This is an optimization exercise on Yosys and OpenROAD, whose aim is small area and a short achievable clock period, not a production implementation.
The RTL was checked by simulation tests, not by an equivalence proof against the original design.
Power figures rest on the tool's default switching activity, not on a simulated workload.

$ cat flow/run.sh
#!/bin/bash
# Layout flow: the standard flow (standard.sh) with these changes:
#  - synthesis is the standard script (synth_recipe.tcl: same passes, then
#    flatten and renames) except for the ABC mapping scripts (see synth.tcl);
#  - every port gets a buffer, as standard, but the plain buf_1 rather than
#    the delay cell buffer_ports picks by default;
#  - extra make variables for the layout steps, if flow/make_args.txt exists
#    (e.g. letting timing repair resize cells across footprints).
set -euo pipefail
HERE=$(pwd)
export BUFFER_PORTS_ARGS="-buffer_cell sky130_fd_sc_hd__buf_1"
export MY_ABC_SCRIPT="$HERE/flow/abc.script"
if [[ -f "$HERE/flow/abc_sh.script" ]]; then
  export MY_ABC_SCRIPT_SH="$HERE/flow/abc_sh.script"
  export SYNTH_KEEP_MODULES="e203_alu_shifter"
fi
make -C "$FLOW_HOME" DESIGN_CONFIG="$HERE/config.mk" WORK_HOME="$HERE/orfs" CLKGATE_MAP_FILE= \
  SYNTH_SCRIPT="$HERE/flow/synth.tcl" synth > "$HERE/synth_make.log" 2>&1
unset SYNTH_KEEP_MODULES MY_ABC_SCRIPT MY_ABC_SCRIPT_SH
EXTRA=()
if [[ -f "$HERE/flow/make_args.txt" ]]; then
  read -r -a EXTRA < "$HERE/flow/make_args.txt"
fi
bash standard.sh "${EXTRA[@]}" finish > "$HERE/standard_flow.log" 2>&1
$ cat flow/abc.script
strash
dch -f
map
topo
buffer
upsize
dnsize
$ cat flow/abc_sh.script
strash
&get -n
&fraig -x
&put
scorr
dc2
strash
&get -n
&dch -f
&nf -R 1000
&put
buffer
upsize
dnsize
$ cat flow/make_args.txt
MATCH_CELL_FOOTPRINT=0
$ cat flow/synth.tcl
# synth_recipe.tcl, with ABC's mapping script replaced: flow/abc.script for the
# top module and, when the design keeps a shifter module apart
# (SYNTH_KEEP_MODULES), flow/abc_sh.script for that module. Everything is
# flattened at the end exactly as synth_recipe.tcl does.
proc synth {args} { yosys synth -nofsm -noshare {*}$args }
proc abc {args} {
  set i [lsearch -exact $args -script]
  set top $args
  lset top [expr {$i + 1}] $::env(MY_ABC_SCRIPT)
  if {[info exists ::env(MY_ABC_SCRIPT_SH)] && [info exists ::env(SYNTH_KEEP_MODULES)]} {
    set sh $args
    lset sh [expr {$i + 1}] $::env(MY_ABC_SCRIPT_SH)
    foreach m $::env(SYNTH_KEEP_MODULES) { yosys abc {*}$sh $m }
    yosys abc {*}$top $::env(DESIGN_NAME)
  } else {
    yosys abc {*}$top
  }
}
source $::env(SCRIPTS_DIR)/synth.tcl
# left out here: clear keep_hierarchy, flatten, clean up, hide names made inside functions, write 1_2_yosys.v
$ cat standard.sh
#!/bin/bash
# synth_recipe.tcl (not shown) runs the flow's synth.tcl, then flattens the netlist and writes it again
# the make line also repeats each setting of config.mk as NAME=value (left out here)
make -C /OpenROAD-flow-scripts/flow DESIGN_CONFIG=/design/flow/config.mk WORK_HOME=/design/flow/orfs CLKGATE_MAP_FILE= SYNTH_SCRIPT=/design/flow/synth_recipe.tcl "${@:-finish}"
$ cat config.mk
export PLATFORM = sky130hd
export DESIGN_NAME = e203_exu_alu_dpath
export DESIGN_NICKNAME = e203_exu_alu_dpath
export VERILOG_FILES = /design/flow/design.v
export SDC_FILE = /design/flow/constraint.sdc
export NUM_CORES = 4
export LEC_CHECK = 0
export CAP_MARGIN = 20
export CORE_MARGIN = 2
export CORE_UTILIZATION = 40
export CTS_BUF_LIST = sky130_fd_sc_hd__clkbuf_8
export SETUP_SLACK_MARGIN = 1.6
export SLEW_MARGIN = 20
$ cat constraint.sdc
create_clock -name core_clock -period 8.5 [get_ports {clk}]
set_input_delay 1.7000 -clock core_clock [delete_from_list [all_inputs] [get_ports {clk}]]
set_output_delay 1.7000 -clock core_clock [all_outputs]
set_load 0.01 [all_outputs]
$ cat design.v
module sirv_gnrl_dffl # (
  parameter DW = 32
)(
  input lden,
  input [DW-1:0] dnxt,
  output [DW-1:0] qout,
  input clk
);
reg [DW-1:0] qout_r;
always @(posedge clk) begin: DFFL_PROC
  if (lden == 1'b1)
    qout_r <= dnxt;
end
assign qout = qout_r;
endmodule
module e203_exu_alu_dpath(
  input alu_req_alu,
  input alu_req_alu_add,
  input alu_req_alu_sub,
  input alu_req_alu_xor,
  input alu_req_alu_sll,
  input alu_req_alu_srl,
  input alu_req_alu_sra,
  input alu_req_alu_or,
  input alu_req_alu_and,
  input alu_req_alu_slt,
  input alu_req_alu_sltu,
  input alu_req_alu_lui,
  input [32-1:0] alu_req_alu_op1,
  input [32-1:0] alu_req_alu_op2,
  output [32-1:0] alu_req_alu_res,
  input bjp_req_alu,
  input [32-1:0] bjp_req_alu_op1,
  input [32-1:0] bjp_req_alu_op2,
  input bjp_req_alu_cmp_eq,
  input bjp_req_alu_cmp_ne,
  input bjp_req_alu_cmp_lt,
  input bjp_req_alu_cmp_gt,
  input bjp_req_alu_cmp_ltu,
  input bjp_req_alu_cmp_gtu,
  input bjp_req_alu_add,
  output bjp_req_alu_cmp_res,
  output [32-1:0] bjp_req_alu_add_res,
  input agu_req_alu,
  input [32-1:0] agu_req_alu_op1,
  input [32-1:0] agu_req_alu_op2,
  input agu_req_alu_swap,
  input agu_req_alu_add,
  input agu_req_alu_and,
  input agu_req_alu_or,
  input agu_req_alu_xor,
  input agu_req_alu_max,
  input agu_req_alu_min,
  input agu_req_alu_maxu,
  input agu_req_alu_minu,
  output [32-1:0] agu_req_alu_res,
  input agu_sbf_0_ena,
  input [32-1:0] agu_sbf_0_nxt,
  output [32-1:0] agu_sbf_0_r,
  input agu_sbf_1_ena,
  input [32-1:0] agu_sbf_1_nxt,
  output [32-1:0] agu_sbf_1_r,
  input clk,
  input rst_n
);
localparam W = 32;
wire alu = alu_req_alu;
wire bjp = bjp_req_alu;
wire agu = agu_req_alu;
wire op_sub = (alu & (alu_req_alu_sub | alu_req_alu_slt | alu_req_alu_sltu))
            | (bjp & ~bjp_req_alu_add)
            | (agu & (agu_req_alu_max | agu_req_alu_min | agu_req_alu_maxu | agu_req_alu_minu));
wire e_c = (alu & (alu_req_alu_add | alu_req_alu_sub | alu_req_alu_lui))
         | (bjp & bjp_req_alu_add)
         | (agu & (agu_req_alu_add | agu_req_alu_swap));
wire op_or  = (alu & alu_req_alu_or)  | (agu & agu_req_alu_or);
wire op_and = (alu & alu_req_alu_and) | (agu & agu_req_alu_and);
wire op_xor = (alu & alu_req_alu_xor) | (agu & agu_req_alu_xor);
wire e_g = op_or | op_and;
wire e_p = ~(e_c | op_or | op_xor);
wire op_unsigned = (alu & alu_req_alu_sltu)
                 | (bjp & (bjp_req_alu_cmp_ltu | bjp_req_alu_cmp_gtu))
                 | (agu & (agu_req_alu_maxu | agu_req_alu_minu));
wire op_slt  = alu & (alu_req_alu_slt | alu_req_alu_sltu);
wire op_maxs = agu & (agu_req_alu_max | agu_req_alu_maxu);
wire op_mins = agu & (agu_req_alu_min | agu_req_alu_minu);
wire a_alu = alu & ~alu_req_alu_lui;
wire a_agu = agu & ~agu_req_alu_swap;
wire [W-1:0] a = ({W{a_alu}} & alu_req_alu_op1) | ({W{bjp}} & bjp_req_alu_op1) | ({W{a_agu}} & agu_req_alu_op1);
wire [W-1:0] b = ({W{alu}} & alu_req_alu_op2) | ({W{bjp}} & bjp_req_alu_op2) | ({W{agu}} & agu_req_alu_op2);
wire [W-1:0] bx = b ^ {W{op_sub}};
wire [W-1:0] p  = a ^ bx;
wire [W-1:0] g  = a & bx;
wire [W-1:0] G0 = {g[W-1:1], g[0] | (p[0] & op_sub)};
wire [W-1:0] P0 = p;
wire [W-1:0] Gout;
genvar lv, i;
wire pg_g0_1 = G0[1] | (P0[1] & G0[0]);
wire pg_g0_3 = G0[3] | (P0[3] & G0[2]);
wire pg_p0_3 = P0[3] & P0[2];
wire pg_g0_5 = G0[5] | (P0[5] & G0[4]);
wire pg_p0_5 = P0[5] & P0[4];
wire pg_g0_7 = G0[7] | (P0[7] & G0[6]);
wire pg_p0_7 = P0[7] & P0[6];
wire pg_g0_9 = G0[9] | (P0[9] & G0[8]);
wire pg_p0_9 = P0[9] & P0[8];
wire pg_g0_11 = G0[11] | (P0[11] & G0[10]);
wire pg_p0_11 = P0[11] & P0[10];
wire pg_g0_13 = G0[13] | (P0[13] & G0[12]);
wire pg_p0_13 = P0[13] & P0[12];
wire pg_g0_15 = G0[15] | (P0[15] & G0[14]);
wire pg_p0_15 = P0[15] & P0[14];
wire pg_g0_17 = G0[17] | (P0[17] & G0[16]);
wire pg_p0_17 = P0[17] & P0[16];
wire pg_g0_19 = G0[19] | (P0[19] & G0[18]);
wire pg_p0_19 = P0[19] & P0[18];
wire pg_g0_21 = G0[21] | (P0[21] & G0[20]);
wire pg_p0_21 = P0[21] & P0[20];
wire pg_g0_23 = G0[23] | (P0[23] & G0[22]);
wire pg_p0_23 = P0[23] & P0[22];
wire pg_g0_25 = G0[25] | (P0[25] & G0[24]);
wire pg_p0_25 = P0[25] & P0[24];
wire pg_g0_27 = G0[27] | (P0[27] & G0[26]);
wire pg_p0_27 = P0[27] & P0[26];
wire pg_g0_29 = G0[29] | (P0[29] & G0[28]);
wire pg_p0_29 = P0[29] & P0[28];
wire pg_g0_31 = G0[31] | (P0[31] & G0[30]);
wire pg_p0_31 = P0[31] & P0[30];
wire pg_g1_3 = pg_g0_3 | (pg_p0_3 & pg_g0_1);
wire pg_g1_7 = pg_g0_7 | (pg_p0_7 & pg_g0_5);
wire pg_p1_7 = pg_p0_7 & pg_p0_5;
wire pg_g1_11 = pg_g0_11 | (pg_p0_11 & pg_g0_9);
wire pg_p1_11 = pg_p0_11 & pg_p0_9;
wire pg_g1_15 = pg_g0_15 | (pg_p0_15 & pg_g0_13);
wire pg_p1_15 = pg_p0_15 & pg_p0_13;
wire pg_g1_19 = pg_g0_19 | (pg_p0_19 & pg_g0_17);
wire pg_p1_19 = pg_p0_19 & pg_p0_17;
wire pg_g1_23 = pg_g0_23 | (pg_p0_23 & pg_g0_21);
wire pg_p1_23 = pg_p0_23 & pg_p0_21;
wire pg_g1_27 = pg_g0_27 | (pg_p0_27 & pg_g0_25);
wire pg_p1_27 = pg_p0_27 & pg_p0_25;
wire pg_g1_31 = pg_g0_31 | (pg_p0_31 & pg_g0_29);
wire pg_p1_31 = pg_p0_31 & pg_p0_29;
wire pg_g2_7 = pg_g1_7 | (pg_p1_7 & pg_g1_3);
wire pg_g2_15 = pg_g1_15 | (pg_p1_15 & pg_g1_11);
wire pg_p2_15 = pg_p1_15 & pg_p1_11;
wire pg_g2_23 = pg_g1_23 | (pg_p1_23 & pg_g1_19);
wire pg_p2_23 = pg_p1_23 & pg_p1_19;
wire pg_g2_31 = pg_g1_31 | (pg_p1_31 & pg_g1_27);
wire pg_p2_31 = pg_p1_31 & pg_p1_27;
wire pg_g3_15 = pg_g2_15 | (pg_p2_15 & pg_g2_7);
wire pg_g3_31 = pg_g2_31 | (pg_p2_31 & pg_g2_23);
wire pg_p3_31 = pg_p2_31 & pg_p2_23;
wire pg_g4_31 = pg_g3_31 | (pg_p3_31 & pg_g3_15);
wire pg_g5_23 = pg_g2_23 | (pg_p2_23 & pg_g3_15);
wire pg_g6_11 = pg_g1_11 | (pg_p1_11 & pg_g2_7);
wire pg_g6_19 = pg_g1_19 | (pg_p1_19 & pg_g3_15);
wire pg_g6_27 = pg_g1_27 | (pg_p1_27 & pg_g5_23);
wire pg_g7_5 = pg_g0_5 | (pg_p0_5 & pg_g1_3);
wire pg_g7_9 = pg_g0_9 | (pg_p0_9 & pg_g2_7);
wire pg_g7_13 = pg_g0_13 | (pg_p0_13 & pg_g6_11);
wire pg_g7_17 = pg_g0_17 | (pg_p0_17 & pg_g3_15);
wire pg_g7_21 = pg_g0_21 | (pg_p0_21 & pg_g6_19);
wire pg_g7_25 = pg_g0_25 | (pg_p0_25 & pg_g5_23);
wire pg_g7_29 = pg_g0_29 | (pg_p0_29 & pg_g6_27);
wire pg_g8_2 = G0[2] | (P0[2] & pg_g0_1);
wire pg_g8_4 = G0[4] | (P0[4] & pg_g1_3);
wire pg_g8_6 = G0[6] | (P0[6] & pg_g7_5);
wire pg_g8_8 = G0[8] | (P0[8] & pg_g2_7);
wire pg_g8_10 = G0[10] | (P0[10] & pg_g7_9);
wire pg_g8_12 = G0[12] | (P0[12] & pg_g6_11);
wire pg_g8_14 = G0[14] | (P0[14] & pg_g7_13);
wire pg_g8_16 = G0[16] | (P0[16] & pg_g3_15);
wire pg_g8_18 = G0[18] | (P0[18] & pg_g7_17);
wire pg_g8_20 = G0[20] | (P0[20] & pg_g6_19);
wire pg_g8_22 = G0[22] | (P0[22] & pg_g7_21);
wire pg_g8_24 = G0[24] | (P0[24] & pg_g5_23);
wire pg_g8_26 = G0[26] | (P0[26] & pg_g7_25);
wire pg_g8_28 = G0[28] | (P0[28] & pg_g6_27);
wire pg_g8_30 = G0[30] | (P0[30] & pg_g7_29);
assign Gout[0] = G0[0];
assign Gout[1] = pg_g0_1;
assign Gout[2] = pg_g8_2;
assign Gout[3] = pg_g1_3;
assign Gout[4] = pg_g8_4;
assign Gout[5] = pg_g7_5;
assign Gout[6] = pg_g8_6;
assign Gout[7] = pg_g2_7;
assign Gout[8] = pg_g8_8;
assign Gout[9] = pg_g7_9;
assign Gout[10] = pg_g8_10;
assign Gout[11] = pg_g6_11;
assign Gout[12] = pg_g8_12;
assign Gout[13] = pg_g7_13;
assign Gout[14] = pg_g8_14;
assign Gout[15] = pg_g3_15;
assign Gout[16] = pg_g8_16;
assign Gout[17] = pg_g7_17;
assign Gout[18] = pg_g8_18;
assign Gout[19] = pg_g6_19;
assign Gout[20] = pg_g8_20;
assign Gout[21] = pg_g7_21;
assign Gout[22] = pg_g8_22;
assign Gout[23] = pg_g5_23;
assign Gout[24] = pg_g8_24;
assign Gout[25] = pg_g7_25;
assign Gout[26] = pg_g8_26;
assign Gout[27] = pg_g6_27;
assign Gout[28] = pg_g8_28;
assign Gout[29] = pg_g7_29;
assign Gout[30] = pg_g8_30;
assign Gout[31] = pg_g4_31;
wire [W:0] c = {Gout, op_sub};
wire [W-1:0] x = (c[W-1:0] & {W{e_c}}) | (g & {W{e_g}}) | (p & {W{e_p}});
wire [W-1:0] sum_res = p ^ x;
wire ult = ~c[W];
wire lt  = ult ^ (~op_unsigned & (a[W-1] ^ b[W-1]));
wire eq  = &p;
assign bjp_req_alu_cmp_res = (bjp_req_alu_cmp_eq & eq)
                           | (bjp_req_alu_cmp_ne & ~eq)
                           | ((bjp_req_alu_cmp_lt | bjp_req_alu_cmp_ltu) & lt)
                           | ((bjp_req_alu_cmp_gt | bjp_req_alu_cmp_gtu) & ~lt);
wire sel_a = (op_maxs & ~lt) | (op_mins & lt);
wire sel_b = (op_maxs & lt) | (op_mins & ~lt);
wire [W-1:0] mm_res = (a & {W{sel_a}}) | (b & {W{sel_b}});
wire [4:0] sh = alu_req_alu_op2[4:0];
wire [W-1:0] sh_res;
e203_alu_shifter u_sh(.alu(alu), .sll(alu_req_alu_sll), .srl(alu_req_alu_srl), .sra(alu_req_alu_sra),
                      .a(alu_req_alu_op1), .sh(sh), .sh_res(sh_res));
assign alu_req_alu_res     = sum_res | sh_res | {{W-1{1'b0}}, op_slt & lt};
assign agu_req_alu_res     = sum_res | mm_res;
assign bjp_req_alu_add_res = sum_res;
sirv_gnrl_dffl #(W) sbf_0_dffl(agu_sbf_0_ena, agu_sbf_0_nxt, agu_sbf_0_r, clk);
sirv_gnrl_dffl #(W) sbf_1_dffl(agu_sbf_1_ena, agu_sbf_1_nxt, agu_sbf_1_r, clk);
endmodule
module e203_alu_shifter(
  input alu, input sll, input srl, input sra,
  input [31:0] a, input [4:0] sh,
  output [31:0] sh_res
);
localparam W = 32;
genvar lv, i;
wire op_sll = alu & sll;
wire op_shift = alu & (sll | srl | sra);
wire op_right = alu & (srl | sra);
wire fill = alu & sra & a[W-1];
wire [W-1:0] shin;
generate for (i = 0; i < W; i = i + 1) begin : g_rin
  assign shin[i] = op_right ? a[W-1-i] : a[i];
end endgenerate
wire [W-1:0] sl [0:5];
assign sl[0] = shin;
generate
  for (lv = 0; lv < 5; lv = lv + 1) begin : g_sl
    assign sl[lv+1] = sh[lv] ? {sl[lv][W-1-(1<<lv):0], {(1<<lv){fill}}} : sl[lv];
  end
endgenerate
generate for (i = 0; i < W; i = i + 1) begin : g_rout
  assign sh_res[i] = op_shift & (op_right ? sl[5][W-1-i] : sl[5][i]);
end endgenerate
endmodule
==> results of run 1 <==
state kept, by name, indices dropped and copies added (netlist names):
name	cells
sbf_1_dffl.qout_r	32
sbf_0_dffl.qout_r	32
cells by family after synthesis:
family | count (synthesis) | synth area share
and+or+nand+nor | 565 | 0.285
AOI/OAI and AO/OA | 345 | 0.259
buffers and inverters | 160 | 0.0780
DFF | 64 | 0.228
muxes | 48 | 0.0580
xor gates and xnor gates | 42 | 0.0437
adders and majority gates | 32 | 0.0476
per-layer routing:
layer	vias to the layer above	wire length, um	global-route usage
li1	5293	-	-
met5	-	0	0
met1	5031	16400	0.437
met2	505	19100	0.559
met4	0	1560	0.123
met3	75	3730	0.0936
through the flow:
stage / hold slack, ns / total power [mW] / std cells / util / cell area (um^2)
6_report: 1.54 / 1.86 / 1971 / 0.530 / 11000
5_1_grt: 1.51 / 1.98 / 1971 / 0.530 / 11000
4_1_cts: 1.52 / 1.79 / 1950 / 0.512 / 10700
3_5_place_dp: 1.87 / 1.56 / 1932 / 0.497 / 10400
3_3_place_gp: 1.87 / 1.55 / 1932 / 0.497 / 10400
2_1_floorplan: 1.80 / 1.10 / 1256 / - / 8420
power breakdown:
group          internal, mW  switching [mW]  total [mW]
combinational         0.431           0.843        1.27
clock                 0.100           0.107       0.208
sequential            0.375         0.00612       0.381
total                 0.906           0.956        1.86
layout make-up:
cell class | count | area [um^2]
well taps | 275 | 344
diodes | 1 | 2.50
repair buffers | 503 | 2210
clock inverters | 6 | 30.0
clock buffers | 9 | 124
inverters | 81 | 304
flip-flops and latches | 64 | 1920
fillers | 2208 | 9790
multi-input cells | 1032 | 6090
final timing paths:
| kind | end | slack (ns) | from | cells past startpoint |
|---|---|---|---|---|
| worst min-delay path | sbf_0_dffl.qout_r[4] | 1.54 | agu_sbf_0_nxt[4] | 1 |
| worst max-delay path | agu_req_alu_res[31] | 1.71 | agu_req_alu | 21 |
per-module statistics from Yosys, one instance, submodules excluded:
module | copies in the design | flops+latches | cells inside | area [um^2]
e203_alu_shifter | 1 | 0 | 434 | 2290
e203_exu_alu_dpath | 1 | 64 | 822 | 6130
Yosys cell counts (all sizes together) (2+ instances only):
master	number
a211oi	7
a21boi	3
a21oi	78
a221oi	2
a22o	3
a22oi	73
a31oi	5
and2	3
buf	31
clkbuf	48
edfxtp	64
ha	32
inv	80
mux2	3
mux2i	45
nand2	294
nand2b	2
nand3	75
nand3b	15
nand4	16
nor2	123
nor3	15
o2111ai	4
o211ai	7
o21a	18
o21ai	116
o21bai	6
o22ai	8
o311ai	2
o31ai	5
or2	17
or3	4
xor2	41
what timing repair did:
action / in CTS / in global routing
setup buffers: 3 / 20
endpoints found under the setup margin: 52 / 72
hold buffers: 0 / 0
gates resized for setup: 28 / 56
pin swaps: 3 / 8
==> flow_metrics.py, run 1 <==
metrics = {
    "run_status": {
        "status": "complete, no violations",
    },
    "worst_setup_path": {
        "start_kind": "input port",
        "max_stage_delay_ns": 0.37,
        "cp-end-kind": "primary output",
        "worstSetupPathType": "input port to primary output",
        "cp.required_ns": 6.80,
        "path_cells": "clkbuf_2 -> buf_6 -> nand2_1 -> inv_2 -> buf_12 -> nand2_1 -> nand2_2 -> ha_1 -> nand2_1 -> nor3_1 -> inv_1 -> nor2_1 -> a2111o_1 -> a21oi_4 -> nand2_1 -> nand2_1 -> nand3_1 -> buf_6 -> a32oi_4 -> nand3_1 -> buf_1",
        "critical_path_buf_inv_count": 7,
        "cp_common_cell": "nand2_1",
        "arrival_ns": 5.09,
        "crit_fanout": 28,
        "cp_top_family": "buffers and inverters",
        "slowest_stage": "a2111o_1",
    },
    "timing": {
        "fmax_mhz": 147,
        "finalSetupTns_ns": 0,
        "relSlewSlack": 0.497,
        "fin_crit_sh": 0.799,
        "rsz0062_at_grt": "true",
        "finalWorstSetupSlack_ns": 1.71,
        "period_minus_slack_ns": 6.79,
        "slew_viol_final": 0,
        "hold_viol": 0,
        "worstMarginPinSlew_ns": 0.751,
        "setup_violations": 0,
    },
    "global_routing": {
        "overflow": 0,
        "grt_pass1_wl_mm": 57.7,
        "grt_usage": 0.343,
        "grt_pass1_vias": 9865,
        "antenna_found_initial": 1,
        "grt_max_degree": 50,
    },
    "finish": {
        "fin_nets": 2013,
        "layout_commonest_cell": "buf_1",
        "drive_gt1_frac": 0.0926,
        "synthToLayoutAreaGrowth_pct": 31.0,
        "layout_common_cells": "436 x buf_1, 287 x nand2_1, 119 x nor2_1",
    },
    "die": {
        "core-area_um2": 20800,
        "die_x_um": 149,
        "io_pins": 451,
        "initial_core_util": 0.404,
        "dieArea_um2": 22200,
        "fp-row-count": 53,
        "die_h_um": 149,
    },
    "synth": {
        "synth-seq-area-share": 0.228,
        "synth_top_area_cell": "edfxtp_1",
        "ys_seq_elements": 64,
        "synth_top_area_share": 0.228,
        "yosysWarnings": 2,
        "synth_area_um2": 8420,
        "synth-edff-count": 64,
        "syn-num-nets": 1578,
        "syn_avg_cell_area_um2": 6.70,
        "synthTopCellsByArea": "edfxtp_1 23%, nand2_1 13%, a22oi_1 6.5%",
        "ys_async_sr_fraction": 0,
        "synth_cell_types": 59,
        "netlist_instances": 1256,
        "synthFlopType": "edfxtp_1",
    },
    "min_path": {
        "hp-class": "input port to register",
    },
    "cts": {
        "clkSinkCount": 64,
        "cts_buffers": 9,
        "cts_tree": "yes",
        "cts-root-buf": "clkbuf_8",
        "cts_max_path_buffers": 2,
        "clkTransAtPathRegs_ns": 0.07,
        "htreeDepth": 3,
    },
    "run": {
        "cap_violations": 0,
    },
    "routing": {
        "ant_nets": 0,
        "drt_iter0_drc": 788,
        "vias_per_cell": 5.53,
        "detail_route.wl_per_cell_um": 20.7,
        "vias": 10904,
        "drc": 0,
        "totalWireLength_mm": 40.8,
        "dr.pass1.iters": 5,
    },
    "place": {
        "dp_slack_ns": 0.910,
        "routabilityCongestion": 0.986,
        "io_buffer_count": 449,
        "dp_hpwl_mm": 33.6,
    },
    "pwr": {
        "peakVddDrop_uv": 106,
        "pwr_density_cell_nw_per_um2": 169,
        "leakagePower_nw": 4.56,
    },
}
==> run 2, diff against run 1 <==
--- a/config.mk
+++ b/config.mk
@@ -10,4 +10,4 @@
 export CORE_UTILIZATION = 40
 export CTS_BUF_LIST = sky130_fd_sc_hd__clkbuf_8
-export SETUP_SLACK_MARGIN = 1.6
+export SETUP_SLACK_MARGIN = 2.3
 export SLEW_MARGIN = 20
==> flow_metrics.py, run 2 <==
metrics = {
    "synth": {
        "synthFlopType": "edfxtp_1",
        "synthTopCellsByArea": "edfxtp_1 23%, nand2_1 13%, a22oi_1 6.5%",
        "synth-seq-area-share": 0.228,
        "ys_async_sr_fraction": 0,
        "yosysWarnings": 2,
        "synth_top_area_cell": "edfxtp_1",
        "synth_cell_types": 59,
        "netlist_instances": 1256,
        "syn_avg_cell_area_um2": 6.70,
        "synth_area_um2": 8420,
        "yosys-top-cells-count": "293 x nand2_1, 123 x nor2_1, 106 x o21ai_0",
        "post-synth-top-count-cell": "nand2_1",
        "syn-num-nets": 1578,
        "synth-edff-count": 64,
        "ys_seq_elements": 64,
        "synth_top_area_share": 0.228,
    },
    "pwr": {
        "peakVddDrop_uv": 125,
        "total_power_mw": 2.53,
        "switching_share": 0.482,
        "leakagePower_nw": 5.78,
        "p_seq_frac": 0.150,
        "p_clk_frac": 0.102,
        "pwr_density_cell_nw_per_um2": 186,
        "comb_power_share": 0.747,
        "power.net_switching_mw": 1.22,
        "internal-power_mw": 1.31,
    },
    "routing": {
        "drc": 0,
        "ant_nets": 0,
        "drt_iter0_drc": 1455,
        "detail_route.wl_per_cell_um": 23.1,
        "vias_per_cell": 5.89,
        "vias": 12341,
        "dr.pass1.iters": 8,
        "totalWireLength_mm": 48.4,
    },
    "finish": {
        "layout_common_cells": "351 x buf_1, 238 x nand2_1, 121 x buf_4",
        "reg_top3": "sbf_0_dffl.qout_r: 32 flops, sbf_1_dffl.qout_r: 32 flops",
        "drive_gt1_frac": 0.288,
        "fin_nets": 2137,
        "fillers": 1855,
        "fin_area_um2": 13600,
        "layout_commonest_cell": "buf_1",
        "diodes": 0,
        "fin_cells": 2094,
        "synthToLayoutAreaGrowth_pct": 62.1,
    },
    "global_routing": {
        "grt_max_degree": 50,
        "antenna_found_initial": 1,
        "grt_usage": 0.386,
        "grt_pass1_vias": 10866,
        "overflow": 0,
        "grt_pass1_wl_mm": 64.4,
    },
    "die": {
        "io_pins": 451,
        "dieArea_um2": 22200,
        "core-area_um2": 20800,
        "initial_core_util": 0.404,
        "fp-row-count": 53,
        "die_h_um": 149,
        "die_x_um": 149,
    },
    "timing": {
        "fmax_mhz": 145,
        "finalSetupTns_ns": 0,
        "fin_crit_sh": 0.809,
        "slew_viol_final": 0,
        "rsz0062_at_grt": "true",
        "setup_violations": 0,
        "worstMarginPinSlew_ns": 0.810,
        "relSlewSlack": 0.459,
        "hold_viol": 0,
        "period_minus_slack_ns": 6.88,
    },
    "place": {
        "place_area_um2": 10400,
        "dp.cells": 1929,
        "routabilityCongestion": 0.999,
        "dp_hpwl_mm": 34.3,
        "io_buffer_count": 449,
    },
    "cts": {
        "cts_buffers": 9,
        "cts_tree": "yes",
        "clkSinkCount": 64,
        "cts-root-buf": "clkbuf_8",
        "cts_hold_buffers": 0,
        "htreeDepth": 3,
        "clkTransAtPathRegs_ns": 0.08,
        "cts_max_path_buffers": 2,
    },
    "worst_setup_path": {
        "cp-end-kind": "primary output",
        "start_kind": "input port",
        "arrival_ns": 5.18,
        "crit_fanout": 6,
        "worstSetupPathType": "input port to primary output",
        "cp.required_ns": 6.80,
        "startpoint": "agu_req_alu_max",
    },
    "min_path": {
        "hp-start": "agu_sbf_0_nxt[23]",
        "hp-class": "input port to register",
    },
    "run": {
        "cap_violations": 0,
    },
    "run_status": {
        "status": "complete, no violations",
    },
}
-- run 2: path summary, 6_finish.rpt --
kind               endpoint  slack, ns  cells past startpoint
min   sbf_0_dffl.qout_r[23]       1.51                      1
max     agu_req_alu_res[15]       1.62                     21
-- run 2: timing repair --
action,in CTS,in global routing
pin swaps,71,100
endpoints found under the setup margin,93,94
endpoints found under the hold margin,0,0
resized for setup,354,212
gates cloned,9,4
setup buffers,94,43
-- run 2: metrics by stage --
stage	setup slack [ns]	util	hold slack, ns
finish	1.62	0.655	1.51
global route	1.46	0.655	1.50
CTS	1.68	0.596	1.50
detailed placement	0.999	0.498	1.87
global placement	1.00	0.498	1.87
floorplan	2.32	-	1.80
-- run 2: area by class of cell --
type | instances | area (um^2) | area share
Multi-Input combinational cell | 1034 | 7050 | 0.517
Timing Repair Buffer | 624 | 3800 | 0.279
Sequential cell | 64 | 1920 | 0.141
Tap cell | 275 | 344 | 0.0252
Inverter | 81 | 319 | 0.0234
Clock buffer | 9 | 124 | 0.00908
Clock inverter | 6 | 70.1 | 0.00514
Timing Repair inverter | 1 | 7.51 | 0.000550
-- run 2: logic make-up after synthesis --
kind of cell / share of synthesized area
AO/OA/AOI/OAI: 0.259
XOR/XNOR: 0.0437
adder cells (fa/ha/maj): 0.0476
buffers and inverters: 0.0780
flip-flops: 0.228
multiplexers: 0.0580
AND/OR/NAND/NOR: 0.285
-- run 2: worst max-delay path, stage by stage --
cell and delay, ns:
buf_6 0.10, o21ai_4 0.15, o211a_1 0.22, nand2_4 0.11, buf_4 0.16, xor2_1 0.23
ha_1 0.31, inv_2 0.10, nor3_4 0.05, a211oi_2 0.20, nor2_1 0.07, a2111o_1 0.40
a21oi_4 0.27, nand2_4 0.10, nand2_4 0.08, nand3b_1 0.22, nand2_8 0.20, buf_12 0.14
nand2_2 0.04, nand4_1 0.14, buf_2 0.16
-- run 2: routing by layer --
layer  vias up  GRT usage  wire length [um]
met5         -          0                13
met3       214      0.103              5700
met1      5700      0.465             17300
li1       5523          -                 -
met4         2      0.220              3570
met2       902      0.621             21900
-- run 2: Yosys stat by module (local to each module, per instance) --
module              cell area, um^2  flops+latches  cells  copies in the design
e203_exu_alu_dpath             6130             64    822                     1
e203_alu_shifter               2290              0    434                     1
-- run 2: power by group through the flow --
stage | clock network (mW) | registers [mW] | logic (mW)
4_1_cts | 0.263 | 0.381 | 1.56
3_3_place_gp | 0 | 0.387 | 1.19
5_1_grt | 0.273 | 0.383 | 1.97
2_1_floorplan | 0 | 0.402 | 0.703
6_report | 0.259 | 0.381 | 1.89
3_5_place_dp | 0 | 0.388 | 1.19
==> run 3, diff against run 2 <==
--- a/config.mk
+++ b/config.mk
@@ -10,4 +10,4 @@
 export CORE_UTILIZATION = 40
 export CTS_BUF_LIST = sky130_fd_sc_hd__clkbuf_8
-export SETUP_SLACK_MARGIN = 2.3
+export SETUP_SLACK_MARGIN = 1.9
 export SLEW_MARGIN = 20
==> flow_metrics.py, run 3 <==
metrics = {
    "run_status": {
        "status": "complete, no violations",
    },
    "routing": {
        "vias": 11608,
        "vias_per_cell": 5.72,
        "detail_route.wl_per_cell_um": 21.8,
        "drc": 0,
        "totalWireLength_mm": 44.2,
        "ant_nets": 0,
        "drt_iter0_drc": 984,
        "dr.pass1.iters": 6,
    },
    "synth": {
        "synth_top_area_cell": "edfxtp_1",
        "synth_top_area_share": 0.228,
        "synth-seq-area-share": 0.228,
        "synthFlopType": "edfxtp_1",
        "synth-edff-count": 64,
        "synth_area_um2": 8420,
        "ys_async_sr_fraction": 0,
        "syn-num-nets": 1578,
        "yosysWarnings": 2,
        "synthTopCellsByArea": "edfxtp_1 23%, nand2_1 13%, a22oi_1 6.5%",
        "synth_cell_types": 59,
        "post-synth-top-count-cell": "nand2_1",
        "ys_seq_elements": 64,
        "yosys-top-cells-count": "293 x nand2_1, 123 x nor2_1, 106 x o21ai_0",
        "netlist_instances": 1256,
        "syn_avg_cell_area_um2": 6.70,
    },
    "finish": {
        "fin_cells": 2028,
        "drive_gt1_frac": 0.210,
        "fin_nets": 2070,
        "layout_commonest_cell": "buf_1",
        "layout_common_cells": "372 x buf_1, 255 x nand2_1, 117 x nor2_1",
        "reg_top3": "sbf_0_dffl.qout_r: 32 flops, sbf_1_dffl.qout_r: 32 flops",
        "synthToLayoutAreaGrowth_pct": 46.0,
        "fillers": 2040,
    },
    "die": {
        "initial_core_util": 0.404,
        "die_x_um": 149,
        "core-area_um2": 20800,
        "dieArea_um2": 22200,
        "fp-row-count": 53,
        "io_pins": 451,
        "die_h_um": 149,
    },
    "timing": {
        "slew_viol_final": 0,
        "relSlewSlack": 0.497,
        "period_minus_slack_ns": 6.82,
        "hold_viol": 0,
        "finalSetupTns_ns": 0,
        "finalWorstSetupSlack_ns": 1.68,
        "rsz0062_at_grt": "true",
        "fmax_mhz": 147,
        "fin_crit_sh": 0.802,
        "worstMarginPinSlew_ns": 0.752,
        "setup_violations": 0,
        "fin_hold_ws_ns": 1.54,
    },
    "cts": {
        "clkSinkCount": 64,
        "cts_max_path_buffers": 2,
        "cts_tree": "yes",
        "cts_hold_buffers": 0,
        "clkTransAtPathRegs_ns": 0.07,
        "htreeDepth": 3,
        "cts_buffers": 9,
        "cts-root-buf": "clkbuf_8",
    },
    "worst_setup_path": {
        "arrival_ns": 5.12,
        "slowest_stage": "a22oi_2",
        "cp.required_ns": 6.80,
        "cp_common_cell": "buf_4",
        "crit_fanout": 10,
        "max_stage_delay_ns": 0.39,
        "worstSetupPathType": "input port to primary output",
        "start_kind": "input port",
        "cp-end-kind": "primary output",
    },
    "place": {
        "io_buffer_count": 449,
        "dp_hpwl_mm": 33.6,
        "dp_slack_ns": 0.910,
        "dp.cells": 1932,
        "routabilityCongestion": 0.986,
    },
    "pwr": {
        "pwr_density_cell_nw_per_um2": 173,
        "total_power_mw": 2.12,
        "peakVddDrop_uv": 106,
        "leakagePower_nw": 5.20,
    },
    "global_routing": {
        "grt_pass1_vias": 10488,
        "overflow": 0,
        "top_usage_layer": "met2",
        "antenna_found_initial": 2,
        "use_met1": 0.471,
        "grt_usage": 0.370,
        "grt_pass1_wl_mm": 62.5,
        "grt_use_met2": 0.603,
        "grt_use_met3": 0.0881,
        "grt_max_degree": 50,
    },
    "min_path": {
        "hp-class": "input port to register",
    },
    "run": {
        "cap_violations": 0,
    },
}
[run 3: cell count changes in the layout (fill, tap and decap cells not counted), moves of 11 or more]
cell     previous run  this run
buf_4             121        83
buf_1             351       372
o21ai_0            80        96
nand2_2            44        29
buf_6              67        26
nand2_1           238       255
o21ai_1            18         7
[run 3: worst max-delay path, delay by kind of cell]
| family | cells | cell delay, ns |
|---|---|---|
| buffers and inverters | 21 | 2.67 |
| AO/OA/AOI/OAI | 1 | 0.39 |
| AND/OR/NAND/NOR | 3 | 0.33 |
[run 3: stage by stage]
| stage | utilization | area [um^2] |
|---|---|---|
| after global routing | 0.590 | 12300 |
| after global placement | 0.497 | 10400 |
| after detailed placement | 0.497 | 10400 |
| final | 0.590 | 12300 |
| after floorplan | - | 8420 |
| after CTS | 0.562 | 11700 |
[run 3: final timing paths]
path / endpoint / cells after the start / from
hold / removal: sbf_0_dffl.qout_r[4] / 1 / agu_sbf_0_nxt[4]
setup / recovery: agu_req_alu_res[19] / 25 / bjp_req_alu
[run 3: kinds of logic (layout without fill, tap and decap cells)]
kind of cell | after synthesis | in the layout | share of synthesized area
xor gates and xnor gates | 42 | 42 | 0.0437
AOI/OAI and AO/OA | 345 | 346 | 0.259
muxes | 48 | 48 | 0.0580
and+or+nand+nor | 565 | 565 | 0.285
DFF | 64 | 64 | 0.228
adders and majority gates | 32 | 32 | 0.0476
other | 0 | 1 | 0
buffers and inverters | 160 | 655 | 0.0780
[run 3: where the power goes]
| part | switching, mW | internal (mW) | total [mW] |
|---|---|---|---|
| logic | 0.941 | 0.593 | 1.53 |
| clock network | 0.107 | 0.100 | 0.208 |
| registers | 0.00616 | 0.375 | 0.381 |
[run 3: what timing repair did]
action / CTS / global route
gates resized for setup: 205 / 145
pin swaps: 41 / 47
endpoints found under the setup margin: 88 / 86
setup buffers: 53 / 17
cloned: 7 / 3
[run 3: routing by layer]
metal	wire, um	vias up
met4	2170	2
li1	-	5407
met1	17300	5414
met5	13	-
met3	4070	128
met2	20700	657
[run 3: per-module statistics from Yosys (local to each module, per instance)]
module,cells,times used
e203_alu_shifter,434,1
e203_exu_alu_dpath,822,1
[run 3: final cells by class]
| type | instances | area, um^2 | area share |
|---|---|---|---|
| multi-input cells | 1033 | 6570 | 0.535 |
| repair buffers | 558 | 2980 | 0.242 |
| diodes | 1 | 2.50 | 0.000204 |
| well taps | 275 | 344 | 0.0280 |
| repair inverters | 1 | 5.00 | 0.000407 |
| clock buffers | 9 | 124 | 0.0101 |
| clock inverters | 6 | 30.0 | 0.00244 |
| flip-flops and latches | 64 | 1920 | 0.156 |
| inverters | 81 | 314 | 0.0256 |
==> run 4, diff against run 3 <==
--- a/design.v
+++ b/design.v
@@ -95,5 +95,4 @@
 wire [W-1:0] P0 = p;
 wire [W-1:0] Gout;
-genvar lv, i;
 wire pg_g0_1 = G0[1] | (P0[1] & G0[0]);
 wire pg_g0_3 = G0[3] | (P0[3] & G0[2]);
@@ -241,5 +240,4 @@
 localparam W = 32;
 genvar lv, i;
-wire op_sll = alu & sll;
 wire op_shift = alu & (sll | srl | sra);
 wire op_right = alu & (srl | sra);
--- a/config.mk
+++ b/config.mk
@@ -10,4 +10,4 @@
 export CORE_UTILIZATION = 40
 export CTS_BUF_LIST = sky130_fd_sc_hd__clkbuf_8
-export SETUP_SLACK_MARGIN = 1.9
+export SETUP_SLACK_MARGIN = 1.6
 export SLEW_MARGIN = 20
==> flow_metrics.py, run 4 <==
metrics = {
    "finish": {
        "fin_cells": 1975,
        "regArea_um2": 1920,
        "reg_top3": "sbf_0_dffl.qout_r: 32 flops, sbf_1_dffl.qout_r: 32 flops",
        "fillers": 2210,
        "fin_area_um2": 11400,
        "layout_commonest_cell": "buf_1",
        "synthToLayoutAreaGrowth_pct": 35.0,
        "multi_input_area_um2": 6210,
        "drive_gt1_frac": 0.101,
        "layout_common_cells": "436 x buf_1, 283 x nand2_1, 120 x nor2_1",
        "fin_nets": 2016,
    },
    "synth": {
        "synth_cell_types": 59,
        "synth_top_family_by_area": "simple AND/OR/NAND/NOR gates",
        "synthSimpleGateAreaFrac": 0.285,
        "syn-num-nets": 1578,
        "yosysWarnings": 2,
        "ys_seq_elements": 64,
        "synth_mux_area_frac": 0.0580,
        "post-synth-top-count-cell": "nand2_1",
        "yosys-top-cells-count": "294 x nand2_1, 123 x nor2_1, 106 x o21ai_0",
        "synth-seq-area-share": 0.228,
        "synth_fa_ha_area_frac": 0.0476,
        "synth-edff-count": 64,
        "synth_top_area_cell": "edfxtp_1",
        "synthFlopType": "edfxtp_1",
        "synthTopCellsByArea": "edfxtp_1 23%, nand2_1 13%, a22oi_1 6.5%",
        "ys_async_sr_fraction": 0,
        "synth_area_um2": 8420,
        "synth_top_area_share": 0.228,
        "synth_xor_area_frac": 0.0437,
        "netlist_instances": 1256,
        "syn_avg_cell_area_um2": 6.70,
        "synth_compound_area_frac": 0.260,
    },
    "cts": {
        "clkTransAtPathRegs_ns": 0.08,
        "cts_tree": "yes",
        "cts_hold_buffers": 0,
        "cts-root-buf": "clkbuf_8",
        "htreeDepth": 3,
        "cts_buffers": 9,
        "cts_max_path_buffers": 2,
        "clkSinkCount": 64,
    },
    "routing": {
        "drc": 0,
        "detail_route.wl_per_cell_um": 21.5,
        "vias_per_cell": 5.65,
        "totalWireLength_mm": 42.5,
        "ant_nets": 0,
        "drt_iter0_drc": 1110,
        "dr.pass1.iters": 6,
        "vias": 11163,
    },
    "worst_setup_path": {
        "slowest_stage": "a2111o_1",
        "cp-end-kind": "primary output",
        "worstSetupPathType": "input port to primary output",
        "path_cells": "clkbuf_2 -> buf_12 -> a22oi_1 -> nand2_1 -> xor2_2 -> ha_4 -> inv_1 -> nor3_1 -> a211oi_2 -> nor2_1 -> a2111o_1 -> a21oi_4 -> nand3_2 -> nand3b_1 -> nand2_4 -> buf_12 -> nand2_1 -> nand4_1 -> buf_2",
        "cp.required_ns": 6.80,
        "crit_fanout": 66,
        "arrival_ns": 5.11,
        "max_stage_delay_ns": 0.46,
        "start_kind": "input port",
    },
    "min_path": {
        "hp-class": "input port to register",
    },
    "pwr": {
        "leakagePower_nw": 4.65,
        "peakVddDrop_uv": 103,
        "pwr_density_cell_nw_per_um2": 172,
        "total_power_mw": 1.95,
    },
    "timing": {
        "finalWorstSetupSlack_ns": 1.69,
        "fin_crit_sh": 0.801,
        "rsz0062_at_grt": "false",
        "fmax_mhz": 147,
        "setup_violations": 0,
        "hold_viol": 0,
        "relSlewSlack": 0.505,
        "worstMarginPinSlew_ns": 0.740,
        "finalSetupTns_ns": 0,
        "period_minus_slack_ns": 6.81,
        "slew_viol_final": 0,
    },
    "die": {
        "fp-row-count": 53,
        "dieArea_um2": 22200,
        "die_x_um": 149,
        "core-area_um2": 20800,
        "io_pins": 451,
        "die_h_um": 149,
        "initial_core_util": 0.404,
    },
    "global_routing": {
        "grt_usage": 0.354,
        "grt_max_degree": 67,
        "grt_pass1_wl_mm": 59.2,
        "grt_pass1_vias": 10000,
        "overflow": 0,
        "antenna_found_initial": 3,
    },
    "place": {
        "routabilityCongestion": 0.952,
        "io_buffer_count": 449,
        "dp_hpwl_mm": 33.8,
        "place_area_um2": 10400,
        "dp_slack_ns": 0.906,
        "dp.cells": 1927,
    },
    "run_status": {
        "status": "complete, no violations",
    },
    "run": {
        "cap_violations": 0,
    },
}
==> run 4: area by class of cell <==
| cell class | count | share of cell area |
|---|---|---|
| repair buffers | 506 | 0.209 |
| well taps | 275 | 0.0303 |
| flip-flops and latches | 64 | 0.169 |
| multi-input cells | 1032 | 0.547 |
| clock buffers | 9 | 0.0109 |
| inverters | 81 | 0.0271 |
| clock inverters | 7 | 0.00639 |
| diodes | 1 | 0.000220 |
==> run 4: per-layer routing <==
metal | wire length [um] | up-vias | part of all wire | global-route usage
met5 | 21 | - | 0.00049 | 0
met4 | 1730 | 4 | 0.041 | 0.142
met3 | 4300 | 103 | 0.10 | 0.0765
met2 | 19700 | 646 | 0.46 | 0.563
met1 | 16800 | 5126 | 0.39 | 0.467
li1 | - | 5284 | - | -
==> run 4: path summary, 6_finish.rpt <==
| check | endpoint | slack, ns | startpoint | cells past startpoint |
|---|---|---|---|---|
| setup / recovery | agu_req_alu_res[19] | 1.69 | bjp_req_alu | 19 |
| hold / removal | sbf_1_dffl.qout_r[0] | 1.52 | agu_sbf_1_nxt[0] | 1 |
==> run 4: what timing repair did <==
action	4_1_cts	5_1_grt
cloned	1	6
buffers inserted	7	17
setup endpoints to repair	58	64
gates resized for setup	24	80
pin swaps	6	36
==> run 4: metrics by stage <==
stage                     hold WS [ns]  utilization
after detailed placement          1.87        0.497
after CTS                         1.50        0.516
after global placement            1.87        0.497
after global routing              1.50        0.546
after floorplan                   1.80            -
final                             1.52        0.546
==> run 4: cells by family (layout without fill, tap and decap cells) <==
family / Yosys count / count (layout)
buf+inv: 160 / 603
simple gates: 565 / 565
xor+xnor: 42 / 42
fa+ha+maj: 32 / 32
flops: 64 / 64
compound gates: 345 / 345
other cells: 0 / 1
mux: 48 / 48
==> run 4: modules after synthesis (local to each module, per instance) <==
module / cells / flip-flops and latches / area (um^2)
e203_exu_alu_dpath: 822 / 64 / 6130
e203_alu_shifter: 434 / 0 / 2290
==> run 4: report_power, final <==
group / switching [mW] / total [mW] / internal [mW]
combinational: 0.862 / 1.31 / 0.449
sequential: 0.00756 / 0.383 / 0.375
clock: 0.122 / 0.257 / 0.136
==> run 4: worst max-delay path, delay by kind of cell <==
family | cells | cell delay (ns)
adder cells (fa/ha/maj) | 1 | 0.25
XOR/XNOR | 1 | 0.24
buffers and inverters | 5 | 0.90
AO/OA/AOI/OAI | 4 | 1.01
AND/OR/NAND/NOR | 8 | 0.99
==> run 5, diff against run 4 <==
--- a/flow/run.sh
+++ b/flow/run.sh
@@ -6,5 +6,6 @@
 #    the delay cell buffer_ports picks by default;
 #  - extra make variables for the layout steps, if flow/make_args.txt exists
-#    (e.g. letting timing repair resize cells across footprints).
+#    (e.g. letting timing repair resize cells across footprints);
+#  - clock tree options from flow/cts_args.txt, if it exists.
 set -euo pipefail
 HERE=$(pwd)
@@ -12,10 +13,15 @@
 export MY_ABC_SCRIPT="$HERE/flow/abc.script"
 if [[ -f "$HERE/flow/abc_sh.script" ]]; then
+  # modules kept apart until the end of synthesis and mapped with abc_sh.script
   export MY_ABC_SCRIPT_SH="$HERE/flow/abc_sh.script"
-  export SYNTH_KEEP_MODULES="e203_alu_shifter"
+  export SYNTH_KEEP_MODULES="$(cat "$HERE/flow/keep_modules.txt")"
 fi
 make -C "$FLOW_HOME" DESIGN_CONFIG="$HERE/config.mk" WORK_HOME="$HERE/orfs" CLKGATE_MAP_FILE= \
   SYNTH_SCRIPT="$HERE/flow/synth.tcl" synth > "$HERE/synth_make.log" 2>&1
 unset SYNTH_KEEP_MODULES MY_ABC_SCRIPT MY_ABC_SCRIPT_SH
+# clock tree options, if flow/cts_args.txt exists (replaces ORFS's defaults)
+if [[ -f "$HERE/flow/cts_args.txt" ]]; then
+  export CTS_ARGS="$(cat "$HERE/flow/cts_args.txt")"
+fi
 EXTRA=()
 if [[ -f "$HERE/flow/make_args.txt" ]]; then
==> flow/cts_args.txt (new file) <==
-sink_clustering_enable -repair_clock_nets -buf_list sky130_fd_sc_hd__clkbuf_8 -dont_use_dummy_load
==> flow/keep_modules.txt (new file) <==
e203_alu_shifter
--- a/config.mk
+++ b/config.mk
@@ -10,4 +10,4 @@
 export CORE_UTILIZATION = 40
 export CTS_BUF_LIST = sky130_fd_sc_hd__clkbuf_8
-export SETUP_SLACK_MARGIN = 1.6
+export SETUP_SLACK_MARGIN = 1.2
 export SLEW_MARGIN = 20
==> flow_metrics.py, run 5 <==
metrics = {
    "die": {
        "io_pins": 451,
        "initial_core_util": 0.404,
        "die_h_um": 149,
        "fp-row-count": 53,
        "die_x_um": 149,
        "core-area_um2": 20800,
        "dieArea_um2": 22200,
    },
    "synth": {
        "synth-edff-count": 64,
        "synth_cell_types": 59,
        "netlist_instances": 1256,
        "yosysWarnings": 2,
        "synthTopCellsByArea": "edfxtp_1 23%, nand2_1 13%, a22oi_1 6.5%",
        "yosys-top-cells-count": "294 x nand2_1, 123 x nor2_1, 106 x o21ai_0",
        "ys_async_sr_fraction": 0,
        "synthFlopType": "edfxtp_1",
        "synth_top_area_share": 0.228,
        "syn-num-nets": 1578,
        "ys_seq_elements": 64,
        "synth-seq-area-share": 0.228,
        "post-synth-top-count-cell": "nand2_1",
        "syn_avg_cell_area_um2": 6.70,
        "synth_top_area_cell": "edfxtp_1",
        "synth_area_um2": 8420,
    },
    "global_routing": {
        "grt_pass1_vias": 9867,
        "overflow": 0,
        "grt_pass1_wl_mm": 58.3,
        "antenna_found_initial": 3,
        "grt_max_degree": 67,
        "grt_usage": 0.350,
    },
    "finish": {
        "fin_cells": 1940,
        "fillers": 2295,
        "final_util": 0.509,
        "layout_commonest_cell": "buf_1",
        "multi_input_area_um2": 5920,
        "synthToLayoutAreaGrowth_pct": 26.0,
        "fin_nets": 1988,
        "layout_common_cells": "443 x buf_1, 293 x nand2_1, 122 x nor2_1",
        "regArea_um2": 1920,
        "fin_area_um2": 10600,
        "drive_gt1_frac": 0.0511,
        "reg_top3": "sbf_0_dffl.qout_r: 32 flops, sbf_1_dffl.qout_r: 32 flops",
    },
    "place": {
        "io_buffer_count": 449,
        "routabilityCongestion": 0.952,
        "dp.cells": 1927,
        "place_area_um2": 10400,
        "dp_hpwl_mm": 33.8,
    },
    "cts": {
        "htreeDepth": 3,
        "clkTransAtPathRegs_ns": 0.07,
        "clkSinkCount": 64,
        "cts_hold_buffers": 0,
        "cts_tree": "yes",
        "cts-root-buf": "clkbuf_8",
        "cts_buffers": 9,
        "cts_max_path_buffers": 2,
    },
    "worst_setup_path": {
        "path_cells": "clkbuf_2 -> inv_1 -> nor2_4 -> buf_4 -> a22oi_1 -> nand2_1 -> ha_1 -> a21oi_1 -> nor3_1 -> a2111o_1 -> a21oi_2 -> nand2_1 -> nand2_1 -> nand3b_1 -> nand2_4 -> buf_8 -> nand2_1 -> nand4_1 -> buf_1",
        "max_stage_delay_ns": 0.55,
        "arrival_ns": 5.40,
        "cp.required_ns": 6.80,
        "cp_top_family": "compound AO/OA/AOI/OAI gates",
        "cp_common_cell": "nand2_1",
        "slowest_stage": "a22oi_1",
        "worstSetupPathType": "input port to primary output",
        "start_kind": "input port",
        "cp-end-kind": "primary output",
        "crit_fanout": 24,
        "critical_path_buf_inv_count": 5,
    },
    "timing": {
        "relSlewSlack": 0.489,
        "finalSetupTns_ns": 0,
        "period_minus_slack_ns": 7.10,
        "fin_crit_sh": 0.835,
        "rsz0062_at_grt": "false",
        "setup_violations": 0,
        "hold_viol": 0,
        "worstMarginPinSlew_ns": 0.764,
        "slew_viol_final": 0,
        "fmax_mhz": 141,
    },
    "routing": {
        "vias_per_cell": 5.62,
        "detail_route.wl_per_cell_um": 21.2,
        "drc": 0,
        "vias": 10908,
        "drt_iter0_drc": 1060,
        "dr.pass1.iters": 6,
        "totalWireLength_mm": 41.0,
        "ant_nets": 0,
    },
    "run_status": {
        "status": "complete, no violations",
    },
    "min_path": {
        "hp-class": "input port to register",
    },
    "pwr": {
        "leakagePower_nw": 4.37,
        "peakVddDrop_uv": 103,
        "pwr_density_cell_nw_per_um2": 169,
    },
    "run": {
        "cap_violations": 0,
    },
}
==> run 5: changes by cell type in the layout (fill, tap and decap cells not counted), moves of 5 or more <==
cell	previous run	this run
inv_1	75	80
inv_2	5	0
clkbuf_16	7	1
buf_6	5	0
nand2_1	283	293
a22oi_1	63	73
ha_4	7	0
clkbuf_2	10	5
nand2_2	7	0
a22oi_2	10	0
ha_1	24	32
buf_4	39	23
buf_1	436	443
==> run 5: layout make-up <==
cell class                      count  area share
Inverter                           81      0.0287
Antenna cell                        1    0.000236
Sequential cell                    64       0.181
Timing Repair Buffer              478       0.188
Multi-Input combinational cell   1032       0.558
Tap cell                          275      0.0325
Clock buffer                        9      0.0117
==> run 5: per-module statistics from Yosys (local to each module, per instance) <==
module / flops+latches / cells inside / copies in the design
e203_alu_shifter: 0 / 434 / 1
e203_exu_alu_dpath: 64 / 822 / 1
==> run 5: per-stage QoR <==
step / setup slack [ns] / hold slack (ns) / power (mW)
global placement: 0.987 / 1.87 / 1.56
CTS: 1.26 / 1.49 / 1.77
finish: 1.40 / 1.51 / 1.80
floorplan: 2.04 / 1.80 / 1.10
detailed placement: 0.906 / 1.87 / 1.57
global route: 1.23 / 1.50 / 1.91
==> run 5: routing by layer <==
layer,global-route usage,vias up,share of wire
met1,0.458,5024,0.40
met5,0,-,0.00039
met3,0.0853,92,0.099
met4,0.136,4,0.042
met2,0.556,575,0.46
li1,-,5213,-
==> run 5: final timing paths <==
path                          endpoint  slack (ns)        startpoint  cells after the start
setup / recovery   agu_req_alu_res[28]        1.40       alu_req_alu                     19
hold / removal    sbf_1_dffl.qout_r[0]        1.51  agu_sbf_1_nxt[0]                      1
==> run 5: kinds of logic (layout without fill, tap and decap cells) <==
| logic type | count (synthesis) | after routing | share of synthesized area |
|---|---|---|---|
| AOI/OAI and AO/OA | 345 | 345 | 0.260 |
| xor gates and xnor gates | 42 | 42 | 0.0437 |
| adders and majority gates | 32 | 32 | 0.0476 |
| buffers and inverters | 160 | 568 | 0.0770 |
| DFF | 64 | 64 | 0.228 |
| muxes | 48 | 48 | 0.0580 |
| other | 0 | 1 | 0 |
| and+or+nand+nor | 565 | 565 | 0.285 |
==> run 5: power breakdown <==
group / internal (mW) / total, mW / switching [mW]
clock network: 0.0938 / 0.192 / 0.0987
logic: 0.397 / 1.22 / 0.825
registers: 0.375 / 0.383 / 0.00745
total: 0.866 / 1.80 / 0.931
==> run 5: timing repair <==
action / 4_1_cts / 5_1_grt
pin swaps: 0 / 1
gates cloned: 0 / 1
endpoints found under the setup margin: 26 / 42
setup buffers: 0 / 2
gates resized for setup: 6 / 11
==> run 6, diff against run 5 <==
--- a/config.mk
+++ b/config.mk
@@ -10,4 +10,5 @@
 export CORE_UTILIZATION = 40
 export CTS_BUF_LIST = sky130_fd_sc_hd__clkbuf_8
+export PLACE_DENSITY = 0.75
 export SETUP_SLACK_MARGIN = 1.2
 export SLEW_MARGIN = 20
==> flow_metrics.py, run 6 <==
metrics = {
    "pwr": {
        "peakVddDrop_uv": 151,
        "switching_share": 0.517,
        "pwr_density_cell_nw_per_um2": 168,
        "p_seq_frac": 0.215,
        "p_clk_frac": 0.106,
        "comb_power_share": 0.679,
        "internal-power_mw": 0.860,
        "leakagePower_nw": 4.35,
        "power.net_switching_mw": 0.920,
    },
    "die": {
        "dieArea_um2": 22200,
        "core-area_um2": 20800,
        "io_pins": 451,
        "fp-row-count": 53,
        "initial_core_util": 0.404,
        "die_x_um": 149,
        "die_h_um": 149,
    },
    "timing": {
        "fin_crit_sh": 0.835,
        "setup_violations": 0,
        "fmax_mhz": 141,
        "worstMarginPinSlew_ns": 0.927,
        "finalWorstSetupSlack_ns": 1.41,
        "hold_viol": 0,
        "finalSetupTns_ns": 0,
        "rsz0062_at_grt": "false",
        "slew_viol_final": 0,
        "period_minus_slack_ns": 7.09,
        "relSlewSlack": 0.376,
        "fin_hold_ws_ns": 1.52,
    },
    "global_routing": {
        "grt_pass1_vias": 10146,
        "grt_max_degree": 67,
        "antenna_found_initial": 2,
        "grt_use_met3": 0.0654,
        "overflow": 0,
        "use_met1": 0.452,
        "top_usage_layer": "met2",
        "grt_use_met2": 0.563,
        "grt_pass1_wl_mm": 58.3,
        "grt_usage": 0.345,
    },
    "worst_setup_path": {
        "startpoint": "agu_req_alu",
        "cp_top_family": "compound AO/OA/AOI/OAI gates",
        "cp-end-kind": "primary output",
        "max_stage_delay_ns": 0.74,
        "critical_path_buf_inv_count": 3,
        "cp.depth": 15,
        "crit_fanout": 12,
        "cp.required_ns": 6.80,
        "slowest_stage": "o21ai_0",
        "crit_end": "alu_req_alu_res[16]",
        "worstSetupPathType": "input port to primary output",
        "path_cells": "clkbuf_2 -> o21ai_2 -> o21a_1 -> nand2_4 -> buf_4 -> xor2_1 -> ha_1 -> nand2_1 -> nor3_2 -> nand4_1 -> o21bai_4 -> a22oi_1 -> o21ai_0 -> or2_2 -> buf_1",
        "arrival_ns": 5.39,
        "start_kind": "input port",
    },
    "routing": {
        "vias": 10924,
        "vias_per_cell": 5.63,
        "dr.pass1.iters": 8,
        "drt_iter0_drc": 1054,
        "detail_route.wl_per_cell_um": 20.6,
        "ant_nets": 0,
        "totalWireLength_mm": 40.0,
        "drc": 0,
    },
    "synth": {
        "synth_top_area_share": 0.228,
        "ys_async_sr_fraction": 0,
        "syn_avg_cell_area_um2": 6.70,
        "synth_area_um2": 8420,
        "synthFlopType": "edfxtp_1",
        "synth-seq-area-share": 0.228,
        "netlist_instances": 1256,
        "syn-num-nets": 1578,
        "synthTopCellsByArea": "edfxtp_1 23%, nand2_1 13%, a22oi_1 6.5%",
        "synth_cell_types": 59,
        "post-synth-top-count-cell": "nand2_1",
        "synth_top_area_cell": "edfxtp_1",
        "synth-edff-count": 64,
        "yosys-top-cells-count": "294 x nand2_1, 123 x nor2_1, 106 x o21ai_0",
        "ys_seq_elements": 64,
        "yosysWarnings": 2,
    },
    "place": {
        "place_area_um2": 10300,
        "dp_slack_ns": 0.811,
        "routabilityCongestion": 0.986,
        "dp_hpwl_mm": 33.1,
        "io_buffer_count": 449,
    },
    "finish": {
        "drive_gt1_frac": 0.0523,
        "final_util": 0.508,
        "synthToLayoutAreaGrowth_pct": 25.8,
        "reg_top3": "sbf_0_dffl.qout_r: 32 flops, sbf_1_dffl.qout_r: 32 flops",
        "layout_commonest_cell": "buf_1",
        "fillers": 2186,
        "fin_area_um2": 10600,
        "layout_common_cells": "444 x buf_1, 292 x nand2_1, 122 x nor2_1",
        "fin_nets": 1987,
    },
    "cts": {
        "cts_buffers": 9,
        "cts_tree": "yes",
        "cts-root-buf": "clkbuf_8",
        "clkTransAtPathRegs_ns": 0.08,
        "htreeDepth": 3,
        "clkSinkCount": 64,
        "cts_max_path_buffers": 2,
        "cts_hold_buffers": 0,
    },
    "min_path": {
        "whs_path_depth": 1,
        "hp-class": "input port to register",
        "hp-start": "agu_sbf_0_nxt[30]",
    },
    "run_status": {
        "status": "complete, no violations",
    },
    "run": {
        "cap_violations": 0,
    },
}
## run 6: cell counts after synthesis
Identical to the previous run, type by type.
## run 6: how the worst min path moves through the flow
| stage | to | slack, ns |
|---|---|---|
| floorplan | sbf_0_dffl.qout_r[0] | 1.80 |
| global placement | sbf_0_dffl.qout_r[10] | 1.87 |
| detailed placement | sbf_0_dffl.qout_r[9] | 1.87 |
| CTS | sbf_0_dffl.qout_r[30] | 1.50 |
| global route | sbf_0_dffl.qout_r[8] | 1.50 |
| finish | sbf_0_dffl.qout_r[30] | 1.52 |
## run 6: power by group through the flow
stage / clock network [mW] / registers [mW] / logic (mW)
2_1_floorplan: 0 / 0.402 / 0.699
3_3_place_gp: 0 / 0.387 / 1.16
4_1_cts: 0.195 / 0.383 / 1.18
5_1_grt: 0.204 / 0.385 / 1.31
6_report: 0.189 / 0.382 / 1.21
3_5_place_dp: 0 / 0.389 / 1.17
## run 6: cell type report
type                            instances  area [um^2]  share of cell area
Sequential cell                        64         1920               0.182
Clock buffer                            9          124              0.0117
Multi-Input combinational cell       1032         5930               0.560
Timing Repair Buffer                  477         1960               0.185
Tap cell                              275          344              0.0325
Inverter                               81          308              0.0291
Antenna cell                            2         5.00            0.000473
## run 6: logic make-up after synthesis
family | count (synthesis) | share of synthesized area
AND/OR/NAND/NOR | 565 | 0.285
flip-flops | 64 | 0.228
multiplexers | 48 | 0.0580
adder cells (fa/ha/maj) | 32 | 0.0476
XOR/XNOR | 42 | 0.0437
AO/OA/AOI/OAI | 345 | 0.260
buffers and inverters | 160 | 0.0770
## run 6: stage by stage
stage	power (mW)	cells
after floorplan	1.10	1256
after global placement	1.54	1924
after detailed placement	1.56	1924
after CTS	1.75	1935
after global routing	1.90	1940
final	1.78	1940
## run 6: layer usage
metal	part of all wire	routed length [um]
met5	0	0
met4	0.040	1590
met3	0.096	3850
met2	0.46	18500
met1	0.40	16100
## run 6: modules after synthesis (local to each module, per instance)
| module | cell area [um^2] | flip-flops and latches | copies in the design | cells inside |
|---|---|---|---|---|
| e203_alu_shifter | 2290 | 0 | 1 | 434 |
| e203_exu_alu_dpath | 6130 | 64 | 1 | 822 |
## run 6: repair_timing
item	CTS	global route
resized for setup	9	15
setup endpoints to repair	36	36
buffers inserted	2	3
pin swaps	0	2
==> run 7, diff against run 6 <==
==> flow/cts_args.txt (replaced) <==
-sink_clustering_enable -repair_clock_nets -buf_list sky130_fd_sc_hd__clkbuf_8 -dont_use_dummy_load -sink_clustering_size 32 -sink_clustering_max_diameter 150
--- a/config.mk
+++ b/config.mk
@@ -10,5 +10,4 @@
 export CORE_UTILIZATION = 40
 export CTS_BUF_LIST = sky130_fd_sc_hd__clkbuf_8
-export PLACE_DENSITY = 0.75
 export SETUP_SLACK_MARGIN = 1.2
 export SLEW_MARGIN = 20
==> flow_metrics.py, run 7 <==
metrics = {
    "die": {
        "initial_core_util": 0.404,
        "die_h_um": 149,
        "io_pins": 451,
        "die_x_um": 149,
        "dieArea_um2": 22200,
        "core-area_um2": 20800,
    },
    "pwr": {
        "leakagePower_nw": 4.37,
        "peakVddDrop_uv": 103,
        "total_power_mw": 1.80,
    },
    "cts": {
        "cts_hold_buffers": 0,
        "htreeDepth": 3,
        "cts_tree": "yes",
        "clkTransAtPathRegs_ns": 0.07,
        "clkSinkCount": 64,
        "cts-root-buf": "clkbuf_8",
        "cts_buffers": 9,
        "cts_max_path_buffers": 2,
    },
    "finish": {
        "final_util": 0.509,
        "fin_nets": 1988,
        "fin_cells": 1940,
        "reg_top3": "sbf_0_dffl.qout_r: 32 flops, sbf_1_dffl.qout_r: 32 flops",
        "fillers": 2295,
        "drive_gt1_frac": 0.0511,
        "fin_area_um2": 10600,
        "layout_common_cells": "443 x buf_1, 293 x nand2_1, 122 x nor2_1",
        "layout_commonest_cell": "buf_1",
    },
    "worst_setup_path": {
        "arrival_ns": 5.40,
        "cp.required_ns": 6.80,
        "cp-end-kind": "primary output",
    },
    "synth": {
        "ys_async_sr_fraction": 0,
        "synth_cell_types": 59,
        "syn-num-nets": 1578,
        "synthFlopType": "edfxtp_1",
        "synth-seq-area-share": 0.228,
        "ys_seq_elements": 64,
        "yosys-top-cells-count": "294 x nand2_1, 123 x nor2_1, 106 x o21ai_0",
        "synthTopCellsByArea": "edfxtp_1 23%, nand2_1 13%, a22oi_1 6.5%",
        "yosysWarnings": 2,
        "synth_top_area_share": 0.228,
        "synth_area_um2": 8420,
        "synth-edff-count": 64,
        "syn_avg_cell_area_um2": 6.70,
        "netlist_instances": 1256,
    },
    "place": {
        "io_buffer_count": 449,
        "place_area_um2": 10400,
        "routabilityCongestion": 0.952,
        "dp_hpwl_mm": 33.8,
    },
    "global_routing": {
        "grt_pass1_vias": 9867,
        "grt_pass1_wl_mm": 58.3,
        "grt_max_degree": 67,
        "overflow": 0,
        "grt_usage": 0.350,
    },
    "timing": {
        "rsz0062_at_grt": "false",
        "worstMarginPinSlew_ns": 0.764,
        "slew_viol_final": 0,
        "fin_crit_sh": 0.835,
        "hold_viol": 0,
        "setup_violations": 0,
        "relSlewSlack": 0.489,
        "finalSetupTns_ns": 0,
        "period_minus_slack_ns": 7.10,
    },
    "min_path": {
        "whs_path_depth": 1,
        "hp-class": "input port to register",
        "hp-start": "agu_sbf_1_nxt[0]",
    },
    "routing": {
        "vias_per_cell": 5.62,
        "detail_route.wl_per_cell_um": 21.2,
        "ant_nets": 0,
        "vias": 10908,
        "drt_iter0_drc": 1060,
    },
    "run": {
        "cap_violations": 0,
    },
    "run_status": {
        "status": "complete, no violations",
    },
}
run 7: cell type report:
cell class | count | area (um^2) | share of cell area
multi-input cells | 1032 | 5920 | 0.558
repair buffers | 478 | 1990 | 0.188
flip-flops and latches | 64 | 1920 | 0.181
well taps | 275 | 344 | 0.0325
inverters | 81 | 304 | 0.0287
clock buffers | 9 | 124 | 0.0117
diodes | 1 | 2.50 | 0.000236
run 7: kinds of logic (layout without fill, tap and decap cells):
| kind of cell | count (synthesis) | in the layout | share of synthesized area |
|---|---|---|---|
| XOR/XNOR | 42 | 42 | 0.0437 |
| other | 0 | 1 | 0 |
| AND/OR/NAND/NOR | 565 | 565 | 0.285 |
| flip-flops | 64 | 64 | 0.228 |
| adder cells (fa/ha/maj) | 32 | 32 | 0.0476 |
| buffers and inverters | 160 | 568 | 0.0770 |
| AO/OA/AOI/OAI | 345 | 345 | 0.260 |
| multiplexers | 48 | 48 | 0.0580 |
run 7: how the worst max path moves through the flow:
stage	from	end	cells after the start
finish	alu_req_alu	agu_req_alu_res[28]	19
global route	agu_req_alu_max	agu_req_alu_res[31]	20
CTS	agu_req_alu	agu_req_alu_res[28]	21
detailed placement	agu_req_alu	agu_req_alu_res[19]	20
global placement	agu_req_alu	agu_req_alu_res[19]	20
floorplan	agu_req_alu_max	agu_req_alu_res[16]	19
run 7: modules after synthesis, one instance, submodules excluded:
| module | copies in the design | cells inside |
|---|---|---|
| e203_alu_shifter | 1 | 434 |
| e203_exu_alu_dpath | 1 | 822 |
run 7: through the flow:
step | worst slack (ns) | hold WS, ns
after global routing | 1.23 | 1.50
after CTS | 1.26 | 1.49
final | 1.40 | 1.51
after floorplan | 2.04 | 1.80
after detailed placement | 0.906 | 1.87
after global placement | 0.987 | 1.87
run 7: worst max-delay path, stage by stage:
cell	delay, ns
clkbuf_2	0.15
inv_1	0.16
nor2_4	0.09
buf_4	0.24
a22oi_1	0.55
nand2_1	0.16
ha_1	0.34
a21oi_1	0.23
nor3_1	0.07
a2111o_1	0.40
a21oi_2	0.19
nand2_1	0.10
nand2_1	0.13
nand3b_1	0.15
nand2_4	0.14
buf_8	0.19
nand2_1	0.06
nand4_1	0.13
buf_1	0.20
run 7: repair_timing:
item                                    in CTS  in global routing
endpoints found under the setup margin      26                 42
gates cloned                                 0                  1
pin swaps                                    0                  1
resized for setup                            6                 11
buffers inserted                             0                  2
run 7: where the power goes:
part           internal, mW  total [mW]  switching (mW)
clock                0.0938       0.192          0.0987
combinational         0.397        1.22           0.825
sequential            0.375       0.383         0.00745
run 7: routing by layer:
layer / global-route usage / vias up / share of wire
met1: 0.458 / 5024 / 0.40
li1: - / 5213 / -
met4: 0.136 / 4 / 0.042
met3: 0.0853 / 92 / 0.099
met2: 0.556 / 575 / 0.46
met5: 0 / - / 0.00039

Check on run 7: ideal ports give 1.401 ns setup slack; a clkbuf_16 on the clock port and buf_2 on the inputs give 1.375 ns; moving port delays by the midpoint clock arrival (0.365 ns) as well gives 1.375 ns.
